This design comes from an exercise in tuning for small area on the open sky130 flow, not from production work.
The RTL was checked by simulation tests, not by an equivalence proof against the original design.
Power is estimated from default activity; no workload was simulated.

$ cat flow/config.mk
export PLATFORM = sky130hd
export DESIGN_NAME = pacman_top
export DESIGN_NICKNAME = pacman_top
export VERILOG_FILES = /design/flow/design.v
export SDC_FILE = /design/flow/constraint.sdc
export NUM_CORES = 8
export LEC_CHECK = 0
export CAP_MARGIN = 20
export CORE_MARGIN = 2
export CORE_UTILIZATION = 40
export SLEW_MARGIN = 20
$ cat flow/constraint.sdc
create_clock -name core_clock -period 40.0 [get_ports {clk}]
set_input_delay 8.0000 -clock core_clock [delete_from_list [all_inputs] [get_ports {clk}]]
set_output_delay 8.0000 -clock core_clock [all_outputs]
set_load 0.01 [all_outputs]
$ cat flow/design.v
`timescale 1ns / 1ps
module vga_controller_640_480(
    input  wire        pixel_clk,
    input  wire        rst,
    output reg         hs,
    output reg         vs,
    output reg  [10:0] hcount,
    output reg  [10:0] vcount,
    output reg         blank
);
    localparam [10:0] HMAX   = 11'd800;
    localparam [10:0] HLINES = 11'd640;
    localparam [10:0] HFP    = 11'd648;
    localparam [10:0] HSP    = 11'd744;
    localparam [10:0] VMAX   = 11'd525;
    localparam [10:0] VLINES = 11'd480;
    localparam [10:0] VFP    = 11'd482;
    localparam [10:0] VSP    = 11'd484;
    localparam [10:0] HLAST = HMAX - 11'd1;
    localparam [10:0] VLAST = VMAX - 11'd1;
    always @(posedge pixel_clk) begin
        if (rst) begin
            hcount <= 11'd0;
        end else if (hcount == HLAST) begin
            hcount <= 11'd0;
        end else begin
            hcount <= hcount + 11'd1;
        end
    end
    always @(posedge pixel_clk) begin
        if (rst) hs <= 1'b1;
        else     hs <= (hcount >= HFP && hcount < HSP) ? 1'b0 : 1'b1;
    end
    always @(posedge pixel_clk) begin
        if (rst) begin
            vcount <= 11'd0;
        end else if (hcount == HLAST) begin
            if (vcount == VLAST) vcount <= 11'd0;
            else                 vcount <= vcount + 11'd1;
        end
    end
    always @(posedge pixel_clk) begin
        if (rst) begin
            vs <= 1'b1;
        end else if (hcount == HLAST) begin
            vs <= (vcount >= VFP && vcount < VSP) ? 1'b0 : 1'b1;
        end
    end
    always @(posedge pixel_clk) begin
        blank <= ((hcount < HLINES) && (vcount < VLINES)) ? 1'b0 : 1'b1;
    end
endmodule
`timescale 1ns/1ps
module move_control #(
    parameter [10:0] STEP_SIZE = 11'd4,
    parameter [10:0] START_X   = 11'd320,
    parameter [10:0] START_Y   = 11'd240,
    parameter [10:0] MIN_X     = 11'd30,
    parameter [10:0] MAX_X     = 11'd610,
    parameter [10:0] MIN_Y     = 11'd30,
    parameter [10:0] MAX_Y     = 11'd450
)(
    input  wire       pixel_clk,
    input  wire       rst,
    input  wire       vs,
    input  wire       btn_up,
    input  wire       btn_down,
    input  wire       btn_left,
    input  wire       btn_right,
    output reg [10:0] cx,
    output reg [10:0] cy
);
    reg up_d1, up_d2;
    reg dn_d1, dn_d2;
    reg lf_d1, lf_d2;
    reg rt_d1, rt_d2;
    always @(posedge pixel_clk) begin
        up_d1 <= btn_up;    up_d2 <= up_d1;
        dn_d1 <= btn_down;  dn_d2 <= dn_d1;
        lf_d1 <= btn_left;  lf_d2 <= lf_d1;
        rt_d1 <= btn_right; rt_d2 <= rt_d1;
    end
    wire up    = up_d2;
    wire down  = dn_d2;
    wire left  = lf_d2;
    wire right = rt_d2;
    reg vs_d;
    always @(posedge pixel_clk) begin
        if (rst) vs_d <= 1'b1;
        else     vs_d <= vs;
    end
    wire vs_rise = vs & ~vs_d;
    always @(posedge pixel_clk) begin
        if (rst) begin
            cx <= START_X;
            cy <= START_Y;
        end else if (vs_rise) begin
            if (up) begin
                if (cy >= (MIN_Y + STEP_SIZE)) cy <= cy - STEP_SIZE;
                else                           cy <= MIN_Y;
            end
            if (down) begin
                if ((cy + STEP_SIZE) <= MAX_Y) cy <= cy + STEP_SIZE;
                else                           cy <= MAX_Y;
            end
            if (left) begin
                if (cx >= (MIN_X + STEP_SIZE)) cx <= cx - STEP_SIZE;
                else                           cx <= MIN_X;
            end
            if (right) begin
                if ((cx + STEP_SIZE) <= MAX_X) cx <= cx + STEP_SIZE;
                else                           cx <= MAX_X;
            end
        end
    end
endmodule
`timescale 1ns / 1ps
module pacman_top (
    input  wire        clk,
    input  wire        rst,
    input  wire        btn_up,
    input  wire        btn_down,
    input  wire        btn_left,
    input  wire        btn_right,
    output wire        hs,
    output wire        vs,
    output reg  [11:0] rgb
);
    localparam BALL_RADIUS    = 10;
    localparam PELLET_RADIUS  = 4;
    localparam ENEMY_RADIUS   = 10;
    localparam WALL_THICKNESS = 20;
    localparam SCREEN_W       = 640;
    localparam SCREEN_H       = 480;
    wire pixel_clk = clk;
    wire [10:0] hcount, vcount;
    wire        blank;
    vga_controller_640_480 vga_ctrl (
        .pixel_clk (pixel_clk),
        .rst       (rst),
        .hs        (hs),
        .vs        (vs),
        .hcount    (hcount),
        .vcount    (vcount),
        .blank     (blank)
    );
    reg vs_d;
    always @(posedge pixel_clk) begin
        if (rst) vs_d <= 1'b1;
        else     vs_d <= vs;
    end
    wire vs_rise = vs & ~vs_d;
    wire [10:0] mover_cx, mover_cy;
    wire game_reset;
    move_control #(4) mover (
        .pixel_clk (pixel_clk),
        .rst       (game_reset),
        .vs        (vs),
        .btn_up    (btn_up),
        .btn_down  (btn_down),
        .btn_left  (btn_left),
        .btn_right (btn_right),
        .cx        (mover_cx),
        .cy        (mover_cy)
    );
    reg [10:0] cx, cy;
    reg        pacman_reset;
    reg [164:0] pellet_bits;
    reg [10:0] ex0, ey0;  reg dir0_h;
    reg [10:0] ex1, ey1;  reg dir1_h;
    reg [10:0] ex2, ey2;  reg dir2_h;
    reg [10:0] ex3, ey3;  reg dir3_h;
    reg [10:0] ex4, ey4;  reg dir4_h;
    reg [10:0] ex5, ey5;  reg dir5_h;
    reg [10:0] ex6, ey6;  reg dir6_h;
    reg [10:0] ex7, ey7;  reg dir7_h;
    reg [10:0] ex8, ey8;  reg dir8_h;
    reg [10:0] ex9, ey9;  reg dir9_h;
    reg [10:0] ex10, ey10;  reg dir10_v;
    reg [10:0] ex11, ey11;  reg dir11_v;
    reg [10:0] ex12, ey12;  reg dir12_v;
    reg [10:0] ex13, ey13;  reg dir13_v;
    reg [10:0] ex14, ey14;  reg dir14_v;
    reg [10:0] ex15, ey15;  reg dir15_v;
    reg [10:0] ex16, ey16;  reg dir16_v;
    reg [10:0] ex17, ey17;  reg dir17_v;
    reg [10:0] ex18, ey18;  reg dir18_v;
    reg [10:0] ex19, ey19;  reg dir19_v;
    reg  [4:0]  check_idx;
    reg  [10:0] target_ex, target_ey;
    reg         collide_latch;
    always @(*) begin
        case (check_idx)
            5'd0:  begin target_ex = ex0;  target_ey = ey0;  end
            5'd1:  begin target_ex = ex1;  target_ey = ey1;  end
            5'd2:  begin target_ex = ex2;  target_ey = ey2;  end
            5'd3:  begin target_ex = ex3;  target_ey = ey3;  end
            5'd4:  begin target_ex = ex4;  target_ey = ey4;  end
            5'd5:  begin target_ex = ex5;  target_ey = ey5;  end
            5'd6:  begin target_ex = ex6;  target_ey = ey6;  end
            5'd7:  begin target_ex = ex7;  target_ey = ey7;  end
            5'd8:  begin target_ex = ex8;  target_ey = ey8;  end
            5'd9:  begin target_ex = ex9;  target_ey = ey9;  end
            5'd10: begin target_ex = ex10; target_ey = ey10; end
            5'd11: begin target_ex = ex11; target_ey = ey11; end
            5'd12: begin target_ex = ex12; target_ey = ey12; end
            5'd13: begin target_ex = ex13; target_ey = ey13; end
            5'd14: begin target_ex = ex14; target_ey = ey14; end
            5'd15: begin target_ex = ex15; target_ey = ey15; end
            5'd16: begin target_ex = ex16; target_ey = ey16; end
            5'd17: begin target_ex = ex17; target_ey = ey17; end
            5'd18: begin target_ex = ex18; target_ey = ey18; end
            5'd19: begin target_ex = ex19; target_ey = ey19; end
            default: begin target_ex = ex0; target_ey = ey0; end
        endcase
    end
    wire [10:0] t_dx = (cx > target_ex) ? (cx - target_ex) : (target_ex - cx);
    wire [10:0] t_dy = (cy > target_ey) ? (cy - target_ey) : (target_ey - cy);
    wire [21:0] t_dist_sq = (t_dx * t_dx) + (t_dy * t_dy);
    wire [21:0] hit_enemy_sq = (BALL_RADIUS + ENEMY_RADIUS) * (BALL_RADIUS + ENEMY_RADIUS);
    wire        current_hit  = (t_dist_sq < hit_enemy_sq);
    always @(posedge pixel_clk) begin
        if (rst) begin
            check_idx     <= 0;
            collide_latch <= 1'b0;
        end else begin
            check_idx <= (check_idx == 5'd19) ? 5'd0 : (check_idx + 5'd1);
            if (vs_rise) begin
                collide_latch <= 1'b0;
            end else if (current_hit) begin
                collide_latch <= 1'b1;
            end
        end
    end
    reg collide_d;
    always @(posedge pixel_clk) begin
        if (rst) collide_d <= 1'b0;
        else     collide_d <= collide_latch;
    end
    wire collide_pulse = collide_latch & ~collide_d;
    assign game_reset = rst | collide_pulse;
    wire [10:0] pm_rel_x = (cx >= WALL_THICKNESS) ? (cx - WALL_THICKNESS) : 11'd0;
    wire [10:0] pm_rel_y = (cy >= WALL_THICKNESS) ? (cy - WALL_THICKNESS) : 11'd0;
    wire [3:0] pm_grid_x = pm_rel_x / 40;   
    wire [3:0] pm_grid_y = pm_rel_y / 40;   
    wire [7:0] pm_idx = (pm_grid_y * 8'd15) + pm_grid_x;
    wire [10:0] pellet_cx = 11'd40 + (pm_grid_x * 11'd40);
    wire [10:0] pellet_cy = 11'd40 + (pm_grid_y * 11'd40);
    wire [10:0] pm_dx = (cx > pellet_cx) ? (cx - pellet_cx) : (pellet_cx - cx);
    wire [10:0] pm_dy = (cy > pellet_cy) ? (cy - pellet_cy) : (pellet_cy - cy);
    wire [21:0] pm_dist_sq = (pm_dx * pm_dx) + (pm_dy * pm_dy);
    wire [21:0] eat_sq = (BALL_RADIUS + PELLET_RADIUS) * (BALL_RADIUS + PELLET_RADIUS);
    wire eat_signal =
        (pm_grid_x < 4'd15) && (pm_grid_y < 4'd11) &&
        (pellet_bits[pm_idx] == 1'b1) &&
        (pm_dist_sq < eat_sq);
    always @(posedge pixel_clk) begin
        if (game_reset) begin
            pellet_bits   <= {165{1'b1}};
            cx            <= 320;
            cy            <= 240;
            pacman_reset  <= 1'b1;
            ex0  <=  40;  ey0  <=  80;  dir0_h  <= 1'b1;
            ex1  <= 120;  ey1  <= 120;  dir1_h  <= 1'b0;
            ex2  <= 200;  ey2  <= 160;  dir2_h  <= 1'b1;
            ex3  <= 280;  ey3  <= 200;  dir3_h  <= 1'b0;
            ex4  <= 360;  ey4  <= 240;  dir4_h  <= 1'b1;
            ex5  <=  80;  ey5  <= 280;  dir5_h  <= 1'b0;
            ex6  <= 160;  ey6  <= 320;  dir6_h  <= 1'b1;
            ex7  <= 240;  ey7  <= 360;  dir7_h  <= 1'b0;
            ex8  <= 320;  ey8  <= 400;  dir8_h  <= 1'b1;
            ex9  <= 400;  ey9  <= 440;  dir9_h  <= 1'b0;
            ex10 <=  60;  ey10 <=  60;  dir10_v <= 1'b1;
            ex11 <= 140;  ey11 <= 140;  dir11_v <= 1'b0;
            ex12 <= 220;  ey12 <= 220;  dir12_v <= 1'b1;
            ex13 <= 300;  ey13 <= 300;  dir13_v <= 1'b0;
            ex14 <= 380;  ey14 <= 380;  dir14_v <= 1'b1;
            ex15 <=  60;  ey15 <= 440;  dir15_v <= 1'b0;
            ex16 <= 220;  ey16 <=  60;  dir16_v <= 1'b1;
            ex17 <= 380;  ey17 <= 140;  dir17_v <= 1'b0;
            ex18 <=  60;  ey18 <= 220;  dir18_v <= 1'b1;
            ex19 <= 140;  ey19 <= 300;  dir19_v <= 1'b0;
        end else if (vs_rise) begin
            if (eat_signal) pellet_bits[pm_idx] <= 1'b0;
            if (pacman_reset) begin
                cx <= 320;
                cy <= 240;
                if (btn_up || btn_down || btn_left || btn_right)
                    pacman_reset <= 1'b0;
            end else begin
                cx <= mover_cx;
                cy <= mover_cy;
            end
            if (dir0_h)  begin if (ex0  + 2 <= SCREEN_W - WALL_THICKNESS - ENEMY_RADIUS) ex0  <= ex0  + 2; else begin ex0  <= SCREEN_W - WALL_THICKNESS - ENEMY_RADIUS; dir0_h  <= 1'b0; end end
            else         begin if (ex0  >= WALL_THICKNESS + ENEMY_RADIUS + 2)           ex0  <= ex0  - 2; else begin ex0  <= WALL_THICKNESS + ENEMY_RADIUS;           dir0_h  <= 1'b1; end end
            if (dir1_h)  begin if (ex1  + 2 <= SCREEN_W - WALL_THICKNESS - ENEMY_RADIUS) ex1  <= ex1  + 2; else begin ex1  <= SCREEN_W - WALL_THICKNESS - ENEMY_RADIUS; dir1_h  <= 1'b0; end end
            else         begin if (ex1  >= WALL_THICKNESS + ENEMY_RADIUS + 2)           ex1  <= ex1  - 2; else begin ex1  <= WALL_THICKNESS + ENEMY_RADIUS;           dir1_h  <= 1'b1; end end
            if (dir2_h)  begin if (ex2  + 2 <= SCREEN_W - WALL_THICKNESS - ENEMY_RADIUS) ex2  <= ex2  + 2; else begin ex2  <= SCREEN_W - WALL_THICKNESS - ENEMY_RADIUS; dir2_h  <= 1'b0; end end
            else         begin if (ex2  >= WALL_THICKNESS + ENEMY_RADIUS + 2)           ex2  <= ex2  - 2; else begin ex2  <= WALL_THICKNESS + ENEMY_RADIUS;           dir2_h  <= 1'b1; end end
            if (dir3_h)  begin if (ex3  + 2 <= SCREEN_W - WALL_THICKNESS - ENEMY_RADIUS) ex3  <= ex3  + 2; else begin ex3  <= SCREEN_W - WALL_THICKNESS - ENEMY_RADIUS; dir3_h  <= 1'b0; end end
            else         begin if (ex3  >= WALL_THICKNESS + ENEMY_RADIUS + 2)           ex3  <= ex3  - 2; else begin ex3  <= WALL_THICKNESS + ENEMY_RADIUS;           dir3_h  <= 1'b1; end end
            if (dir4_h)  begin if (ex4  + 2 <= SCREEN_W - WALL_THICKNESS - ENEMY_RADIUS) ex4  <= ex4  + 2; else begin ex4  <= SCREEN_W - WALL_THICKNESS - ENEMY_RADIUS; dir4_h  <= 1'b0; end end
            else         begin if (ex4  >= WALL_THICKNESS + ENEMY_RADIUS + 2)           ex4  <= ex4  - 2; else begin ex4  <= WALL_THICKNESS + ENEMY_RADIUS;           dir4_h  <= 1'b1; end end
            if (dir5_h)  begin if (ex5  + 2 <= SCREEN_W - WALL_THICKNESS - ENEMY_RADIUS) ex5  <= ex5  + 2; else begin ex5  <= SCREEN_W - WALL_THICKNESS - ENEMY_RADIUS; dir5_h  <= 1'b0; end end
            else         begin if (ex5  >= WALL_THICKNESS + ENEMY_RADIUS + 2)           ex5  <= ex5  - 2; else begin ex5  <= WALL_THICKNESS + ENEMY_RADIUS;           dir5_h  <= 1'b1; end end
            if (dir6_h)  begin if (ex6  + 2 <= SCREEN_W - WALL_THICKNESS - ENEMY_RADIUS) ex6  <= ex6  + 2; else begin ex6  <= SCREEN_W - WALL_THICKNESS - ENEMY_RADIUS; dir6_h  <= 1'b0; end end
            else         begin if (ex6  >= WALL_THICKNESS + ENEMY_RADIUS + 2)           ex6  <= ex6  - 2; else begin ex6  <= WALL_THICKNESS + ENEMY_RADIUS;           dir6_h  <= 1'b1; end end
            if (dir7_h)  begin if (ex7  + 2 <= SCREEN_W - WALL_THICKNESS - ENEMY_RADIUS) ex7  <= ex7  + 2; else begin ex7  <= SCREEN_W - WALL_THICKNESS - ENEMY_RADIUS; dir7_h  <= 1'b0; end end
            else         begin if (ex7  >= WALL_THICKNESS + ENEMY_RADIUS + 2)           ex7  <= ex7  - 2; else begin ex7  <= WALL_THICKNESS + ENEMY_RADIUS;           dir7_h  <= 1'b1; end end
            if (dir8_h)  begin if (ex8  + 2 <= SCREEN_W - WALL_THICKNESS - ENEMY_RADIUS) ex8  <= ex8  + 2; else begin ex8  <= SCREEN_W - WALL_THICKNESS - ENEMY_RADIUS; dir8_h  <= 1'b0; end end
            else         begin if (ex8  >= WALL_THICKNESS + ENEMY_RADIUS + 2)           ex8  <= ex8  - 2; else begin ex8  <= WALL_THICKNESS + ENEMY_RADIUS;           dir8_h  <= 1'b1; end end
            if (dir9_h)  begin if (ex9  + 2 <= SCREEN_W - WALL_THICKNESS - ENEMY_RADIUS) ex9  <= ex9  + 2; else begin ex9  <= SCREEN_W - WALL_THICKNESS - ENEMY_RADIUS; dir9_h  <= 1'b0; end end
            else         begin if (ex9  >= WALL_THICKNESS + ENEMY_RADIUS + 2)           ex9  <= ex9  - 2; else begin ex9  <= WALL_THICKNESS + ENEMY_RADIUS;           dir9_h  <= 1'b1; end end
            if (dir10_v) begin if (ey10 + 2 <= SCREEN_H - WALL_THICKNESS - ENEMY_RADIUS) ey10 <= ey10 + 2; else begin ey10 <= SCREEN_H - WALL_THICKNESS - ENEMY_RADIUS; dir10_v <= 1'b0; end end
            else         begin if (ey10 >= WALL_THICKNESS + ENEMY_RADIUS + 2)           ey10 <= ey10 - 2; else begin ey10 <= WALL_THICKNESS + ENEMY_RADIUS;           dir10_v <= 1'b1; end end
            if (dir11_v) begin if (ey11 + 2 <= SCREEN_H - WALL_THICKNESS - ENEMY_RADIUS) ey11 <= ey11 + 2; else begin ey11 <= SCREEN_H - WALL_THICKNESS - ENEMY_RADIUS; dir11_v <= 1'b0; end end
            else         begin if (ey11 >= WALL_THICKNESS + ENEMY_RADIUS + 2)           ey11 <= ey11 - 2; else begin ey11 <= WALL_THICKNESS + ENEMY_RADIUS;           dir11_v <= 1'b1; end end
            if (dir12_v) begin if (ey12 + 2 <= SCREEN_H - WALL_THICKNESS - ENEMY_RADIUS) ey12 <= ey12 + 2; else begin ey12 <= SCREEN_H - WALL_THICKNESS - ENEMY_RADIUS; dir12_v <= 1'b0; end end
            else         begin if (ey12 >= WALL_THICKNESS + ENEMY_RADIUS + 2)           ey12 <= ey12 - 2; else begin ey12 <= WALL_THICKNESS + ENEMY_RADIUS;           dir12_v <= 1'b1; end end
            if (dir13_v) begin if (ey13 + 2 <= SCREEN_H - WALL_THICKNESS - ENEMY_RADIUS) ey13 <= ey13 + 2; else begin ey13 <= SCREEN_H - WALL_THICKNESS - ENEMY_RADIUS; dir13_v <= 1'b0; end end
            else         begin if (ey13 >= WALL_THICKNESS + ENEMY_RADIUS + 2)           ey13 <= ey13 - 2; else begin ey13 <= WALL_THICKNESS + ENEMY_RADIUS;           dir13_v <= 1'b1; end end
            if (dir14_v) begin if (ey14 + 2 <= SCREEN_H - WALL_THICKNESS - ENEMY_RADIUS) ey14 <= ey14 + 2; else begin ey14 <= SCREEN_H - WALL_THICKNESS - ENEMY_RADIUS; dir14_v <= 1'b0; end end
            else         begin if (ey14 >= WALL_THICKNESS + ENEMY_RADIUS + 2)           ey14 <= ey14 - 2; else begin ey14 <= WALL_THICKNESS + ENEMY_RADIUS;           dir14_v <= 1'b1; end end
            if (dir15_v) begin if (ey15 + 2 <= SCREEN_H - WALL_THICKNESS - ENEMY_RADIUS) ey15 <= ey15 + 2; else begin ey15 <= SCREEN_H - WALL_THICKNESS - ENEMY_RADIUS; dir15_v <= 1'b0; end end
            else         begin if (ey15 >= WALL_THICKNESS + ENEMY_RADIUS + 2)           ey15 <= ey15 - 2; else begin ey15 <= WALL_THICKNESS + ENEMY_RADIUS;           dir15_v <= 1'b1; end end
            if (dir16_v) begin if (ey16 + 2 <= SCREEN_H - WALL_THICKNESS - ENEMY_RADIUS) ey16 <= ey16 + 2; else begin ey16 <= SCREEN_H - WALL_THICKNESS - ENEMY_RADIUS; dir16_v <= 1'b0; end end
            else         begin if (ey16 >= WALL_THICKNESS + ENEMY_RADIUS + 2)           ey16 <= ey16 - 2; else begin ey16 <= WALL_THICKNESS + ENEMY_RADIUS;           dir16_v <= 1'b1; end end
            if (dir17_v) begin if (ey17 + 2 <= SCREEN_H - WALL_THICKNESS - ENEMY_RADIUS) ey17 <= ey17 + 2; else begin ey17 <= SCREEN_H - WALL_THICKNESS - ENEMY_RADIUS; dir17_v <= 1'b0; end end
            else         begin if (ey17 >= WALL_THICKNESS + ENEMY_RADIUS + 2)           ey17 <= ey17 - 2; else begin ey17 <= WALL_THICKNESS + ENEMY_RADIUS;           dir17_v <= 1'b1; end end
            if (dir18_v) begin if (ey18 + 2 <= SCREEN_H - WALL_THICKNESS - ENEMY_RADIUS) ey18 <= ey18 + 2; else begin ey18 <= SCREEN_H - WALL_THICKNESS - ENEMY_RADIUS; dir18_v <= 1'b0; end end
            else         begin if (ey18 >= WALL_THICKNESS + ENEMY_RADIUS + 2)           ey18 <= ey18 - 2; else begin ey18 <= WALL_THICKNESS + ENEMY_RADIUS;           dir18_v <= 1'b1; end end
            if (dir19_v) begin if (ey19 + 2 <= SCREEN_H - WALL_THICKNESS - ENEMY_RADIUS) ey19 <= ey19 + 2; else begin ey19 <= SCREEN_H - WALL_THICKNESS - ENEMY_RADIUS; dir19_v <= 1'b0; end end
            else         begin if (ey19 >= WALL_THICKNESS + ENEMY_RADIUS + 2)           ey19 <= ey19 - 2; else begin ey19 <= WALL_THICKNESS + ENEMY_RADIUS;           dir19_v <= 1'b1; end end
        end
    end
    function [21:0] dist_sq;
        input [10:0] x1, y1, x2, y2;
        reg   [10:0] dx, dy;
        begin
            dx = (x1 > x2) ? (x1 - x2) : (x2 - x1);
            dy = (y1 > y2) ? (y1 - y2) : (y2 - y1);
            dist_sq = (dx * dx) + (dy * dy);
        end
    endfunction
    wire [21:0] enemy_r_sq = ENEMY_RADIUS * ENEMY_RADIUS;
    wire [21:0] ball_r_sq  = BALL_RADIUS  * BALL_RADIUS;
    wire [21:0] pellet_r_sq = PELLET_RADIUS * PELLET_RADIUS;
    wire [10:0] rr_x = (hcount >= WALL_THICKNESS) ? (hcount - WALL_THICKNESS) : 11'd0;
    wire [10:0] rr_y = (vcount >= WALL_THICKNESS) ? (vcount - WALL_THICKNESS) : 11'd0;
    wire [3:0] rg_x = rr_x / 40;
    wire [3:0] rg_y = rr_y / 40;
    wire [7:0] render_idx = (rg_y * 8'd15) + rg_x;
    wire [10:0] p_cx = 11'd40 + (rg_x * 11'd40);
    wire [10:0] p_cy = 11'd40 + (rg_y * 11'd40);
    wire is_pellet_pixel =
        (hcount >= WALL_THICKNESS) && (vcount >= WALL_THICKNESS) &&
        (rg_x < 4'd15) && (rg_y < 4'd11) &&
        (pellet_bits[render_idx] == 1'b1) &&
        (dist_sq(hcount, vcount, p_cx, p_cy) < pellet_r_sq);
    always @(*) begin
        if (blank) begin
            rgb = 12'h000;
        end else if ((hcount < WALL_THICKNESS) ||
                     (hcount >= SCREEN_W - WALL_THICKNESS) ||
                     (vcount < WALL_THICKNESS) ||
                     (vcount >= SCREEN_H - WALL_THICKNESS)) begin
            rgb = 12'h00F;
        end else if (is_pellet_pixel) begin
            rgb = 12'hFFF;
        end else begin
            if      (dist_sq(hcount, vcount, ex0,  ey0)  < enemy_r_sq) rgb = 12'hF00;
            else if (dist_sq(hcount, vcount, ex1,  ey1)  < enemy_r_sq) rgb = 12'h0F0;
            else if (dist_sq(hcount, vcount, ex2,  ey2)  < enemy_r_sq) rgb = 12'h00F;
            else if (dist_sq(hcount, vcount, ex3,  ey3)  < enemy_r_sq) rgb = 12'h0FF;
            else if (dist_sq(hcount, vcount, ex4,  ey4)  < enemy_r_sq) rgb = 12'hF0F;
            else if (dist_sq(hcount, vcount, ex5,  ey5)  < enemy_r_sq) rgb = 12'hFF0;
            else if (dist_sq(hcount, vcount, ex6,  ey6)  < enemy_r_sq) rgb = 12'hF80;
            else if (dist_sq(hcount, vcount, ex7,  ey7)  < enemy_r_sq) rgb = 12'hF8F;
            else if (dist_sq(hcount, vcount, ex8,  ey8)  < enemy_r_sq) rgb = 12'h08F;
            else if (dist_sq(hcount, vcount, ex9,  ey9)  < enemy_r_sq) rgb = 12'h8F0;
            else if (dist_sq(hcount, vcount, ex10, ey10) < enemy_r_sq) rgb = 12'hF44;
            else if (dist_sq(hcount, vcount, ex11, ey11) < enemy_r_sq) rgb = 12'h4F4;
            else if (dist_sq(hcount, vcount, ex12, ey12) < enemy_r_sq) rgb = 12'h44F;
            else if (dist_sq(hcount, vcount, ex13, ey13) < enemy_r_sq) rgb = 12'hA50;
            else if (dist_sq(hcount, vcount, ex14, ey14) < enemy_r_sq) rgb = 12'hA0A;
            else if (dist_sq(hcount, vcount, ex15, ey15) < enemy_r_sq) rgb = 12'h0AF;
            else if (dist_sq(hcount, vcount, ex16, ey16) < enemy_r_sq) rgb = 12'h8A0;
            else if (dist_sq(hcount, vcount, ex17, ey17) < enemy_r_sq) rgb = 12'h00A;
            else if (dist_sq(hcount, vcount, ex18, ey18) < enemy_r_sq) rgb = 12'hA00;
            else if (dist_sq(hcount, vcount, ex19, ey19) < enemy_r_sq) rgb = 12'h888;
            else if (dist_sq(hcount, vcount, cx,   cy)   < ball_r_sq)  rgb = 12'hFF0;
            else rgb = 12'h000;
        end
    end
endmodule
$ cat flow/run.sh
#!/bin/bash
# synth_recipe.tcl (not shown) runs the flow's synth.tcl, then flattens the netlist and writes it again
# the make line also repeats each setting of config.mk as NAME=value (left out here)
make -C /OpenROAD-flow-scripts/flow DESIGN_CONFIG=/design/flow/config.mk WORK_HOME=/design/flow/orfs CLKGATE_MAP_FILE= SYNTH_SCRIPT=/design/flow/synth_recipe.tcl finish
==> metrics.yaml <==
run_status:
  outcome: "finished clean"
logic_synthesis:
  yosysUniqueCellTypes: 127
  ys_ff_latch: 469
  syn_area_mm2: 0.209
  syn_area_per_cell_um2: 8.35
  synth-main-ff-cell: "dfxtp_1"
  ys_async_sr_fraction_pct: 0
  synth_warnings: 3
  synth_edf_count: 0
  synth_seq_area_share_pct: 4.49
  synthCells: 25000
route:
  drtIter0Drc: 14000
  ant_nets: 0
  vias_per_cell: 5.43
  routed_wl_mm: 666
  vias: 173000
  dr.pass1.iters: 9
  wl_per_cell_um: 20.9
  route.detailed.drc: 0
clock_network:
  cts_setup_buffers: 0
  cts.clk_slew.worst_paths_ns: 0.06
  cts_resized: 0
  clock_latency_ns: 0.75
  hold_buffers: 0
  htree_levels: 3
  tritoncts: "built"
  root_buffer: "clkbuf_16"
  cts_buffers: 67
  cts_buffer_depth: 3
  cts.sinks: 469
critical_path:
  cpMostUsedCell: "inv_1"
  cp-end-kind: "output pin"
  cp_slowest_cell: "xnor2_1"
  max_stage_delay_ns: 0.75
  crit_arrival_ns: 21.02
  path_class: "reg -> out"
  r2r-start: "cy[0]"
  r2r_slack_ns: 19.46
  crit_end: "rgb[4]"
  rr_endpoint: "pellet_bits[15]"
  startpoint_type: "register"
  crit_path_start: "vga_ctrl.hcount[3]"
  required_ns: 32.00
  rr_worst_depth: 74
  critical_path_peak_fanout: 19
timing:
  relSlewSlack_pct: 18.5
  fin_hold_ws_ns: 0.326
  period_needed_ns: 29.02
  finalMaxSlewViolations: 0
  rsz0062_at_grt: "false"
  finClkSkew_ns: 0.0872
  fin_crit_sh_pct: 72.6
  worst_slew_pin_slew_ns: 1.20
  fmax_ghz: 0.0345
  hold_viol: 0
  setup_violations: 0
  final.setup.tns_ns: 0
  worst_slack_ns: 10.98
place:
  place_congestion: 1.00
  port_buffers: 19
  pre_cts_ws_ns: 11.95
  place_area_mm2: 0.219
  dp_hpwl_mm: 557
floorplan:
  die_w_um: 727
  die_h_um: 727
  core_mm2: 0.521
  initial_core_util_pct: 40.2
  dieArea_mm2: 0.529
  std_cell_rows: 265
  boundaryPins: 20
pwr:
  intPower_uw: 6950
  pwr-share-comb_pct: 92.9
  p_leak_uw: 0.116
  switching_share_pct: 55.8
  power.density_mw_per_mm2: 70.9
  peakVddDrop_uv: 891
  p_switching_uw: 8790
  clkPwrFrac_pct: 4.1
  sequentialPowerShare_pct: 3.0
global_route:
  grt_pass1_vias: 177000
  grt_pass1_wl_mm: 1050
  grt.overflow.total: 0
  antenna_found_initial: 28
  grt_usage_pct: 25.2
  grt_max_degree: 95
final_layout:
  final_area_mm2: 0.222
  nFillCells: 52300
  layout_commonest_cell: "inv_1"
  final_cell_mix: "5,273 x inv_1, 3,524 x fa_1, 2,782 x ha_1"
  area_growth_pct: 6.06
  nets: 31200
  drive_gt1_share_pct: 5.12
  fin_util_pct: 42.6
job:
  maxCapViolCount: 0
hold_path:
  hold_path.class: "reg -> reg"
## cells in the mapped netlist (all sizes together), types with 34 or more instances
cell type / count / area share [%]
ha: 2787 / 17
mux4: 99 / 1.1
o22ai: 79 / 0.24
or2: 262 / 0.78
a211oi: 125 / 0.46
dfxtp: 469 / 4.5
o21bai: 121 / 0.43
and2: 73 / 0.22
nand4: 147 / 0.44
a22oi: 94 / 0.34
mux2i: 226 / 1.1
xor2: 246 / 1.0
and3: 121 / 0.36
o2111ai: 41 / 0.17
a21boi: 75 / 0.27
clkbuf: 714 / 1.3
nor3: 332 / 0.81
nor2b: 163 / 0.49
nor2: 2738 / 4.9
nand3: 341 / 0.82
nor4: 121 / 0.38
xnor2: 781 / 3.3
a221oi: 75 / 0.32
nor3b: 35 / 0.13
buf: 72 / 0.17
nand2: 1488 / 2.7
or3: 96 / 0.29
or4: 34 / 0.13
o221ai: 38 / 0.17
o211ai: 102 / 0.38
inv: 5302 / 9.5
mux2: 86 / 0.46
nand2b: 302 / 0.90
o31ai: 139 / 0.51
o311ai: 41 / 0.18
a31oi: 208 / 0.62
a2111oi: 55 / 0.23
clkinv: 59 / 0.11
o21a: 145 / 0.52
a21o: 355 / 1.3
a21oi: 1216 / 2.9
nand3b: 36 / 0.13
fa: 3525 / 34
o21ai: 990 / 2.4
a221o: 39 / 0.19
## critical path, delay by kind of cell (launching register included)
family | cells | cell delay [ns]
adders and majority gates | 14 | 5.68
AOI/OAI and AO/OA | 15 | 4.29
xor gates and xnor gates | 1 | 0.75
buffers and inverters | 14 | 3.03
DFF | 1 | 0.31
and+or+nand+nor | 19 | 5.85
muxes | 1 | 0.28
## logic make-up after synthesis
kind of cell / after synthesis / synth area share (%)
AO/OA/AOI/OAI: 4300 / 13.2
multiplexers: 411 / 2.61
XOR/XNOR: 1035 / 4.39
buffers and inverters: 6147 / 11.1
flip-flops: 469 / 4.49
AND/OR/NAND/NOR: 6362 / 13.8
adder cells (fa/ha/maj): 6315 / 50.4
other: 2 / 0.00359
## cell type report
cell class                      count  area (µm²)  area share (%)
Multi-Input combinational cell  18500      177000            79.9
Inverter                         5361       20100            9.08
Tap cell                         6942        8690            3.92
Clock inverter                     24         422           0.190
Timing Repair Buffer              525        4070            1.84
Sequential cell                   469        9450            4.26
Clock buffer                       91        1850           0.833
Antenna cell                       17        42.5          0.0192
## registers in the layout, indices dropped and copies added, names as in the netlist, 11 cells and up
name	cells
pellet_bits	165
cy	11
vga_ctrl.hcount	11
vga_ctrl.vcount	11
## how the worst min path moves through the flow
stage                      from     endpoint  slack, ns  depth (start not counted)
floorplan           mover.dn_d1  mover.dn_d2       0.31                          0
finish              mover.lf_d1  mover.lf_d2       0.33                          0
global route        mover.rt_d1  mover.rt_d2       0.33                          0
detailed placement  mover.lf_d1  mover.lf_d2       0.31                          0
global placement    mover.dn_d1  mover.dn_d2       0.32                          0
CTS                 mover.lf_d1  mover.lf_d2       0.33                          0
## metrics by stage
step	std cells	power, µW
3_5_place_dp	31800	15000
4_1_cts	31900	15800
6_report	31900	15700
5_1_grt	31900	18000
3_3_place_gp	31800	14900
2_1_floorplan	25100	11800
## power by group through the flow
stage,clock (µW),combinational [µW],sequential (µW)
after floorplan,0,11400,480
after global placement,0,14400,482
final,644,14600,472
after CTS,651,14700,472
after global routing,668,16800,472
after detailed placement,0,14600,482
## layer usage
| metal | global-route usage [%] | wire length (µm) | vias up | share of wire (%) |
|---|---|---|---|---|
| met2 | 40.5 | 300000 | 5609 | 45 |
| met1 | 34.1 | 289000 | 86100 | 43 |
| met3 | 4.04 | 47700 | 1134 | 7.2 |
| li1 | - | - | 80200 | - |
| met5 | 0 | 70 | - | 0.011 |
| met4 | 9.53 | 30200 | 10 | 4.5 |

[static timing again, ports no longer ideal]
Ports are ideal in the flow. The routed layout listed here was re-timed in OpenROAD. Step 1, drivers: a clkbuf_16 drives clk and a buf_2 each remaining input, both assumed. Step 2 moves the port delays by t, midway between the first and last clock arrival at a register: inputs arrive t later, outputs are due t later. That takes back most of the time a late clock gives input paths. a / b / c = ideal / step 1 / step 2; a / b = the first two.
t, ns: 0.804
setup slack, ns: 10.977 / 10.880 / 11.685
worst hold slack (ns): 0.326 / 0.326 / 0.326
worst setup path at the end: register to output
After both steps setup and hold are still met in this run. The setup slack of this run moves by -0.097 ns with the drivers and by +0.708 ns with both steps.
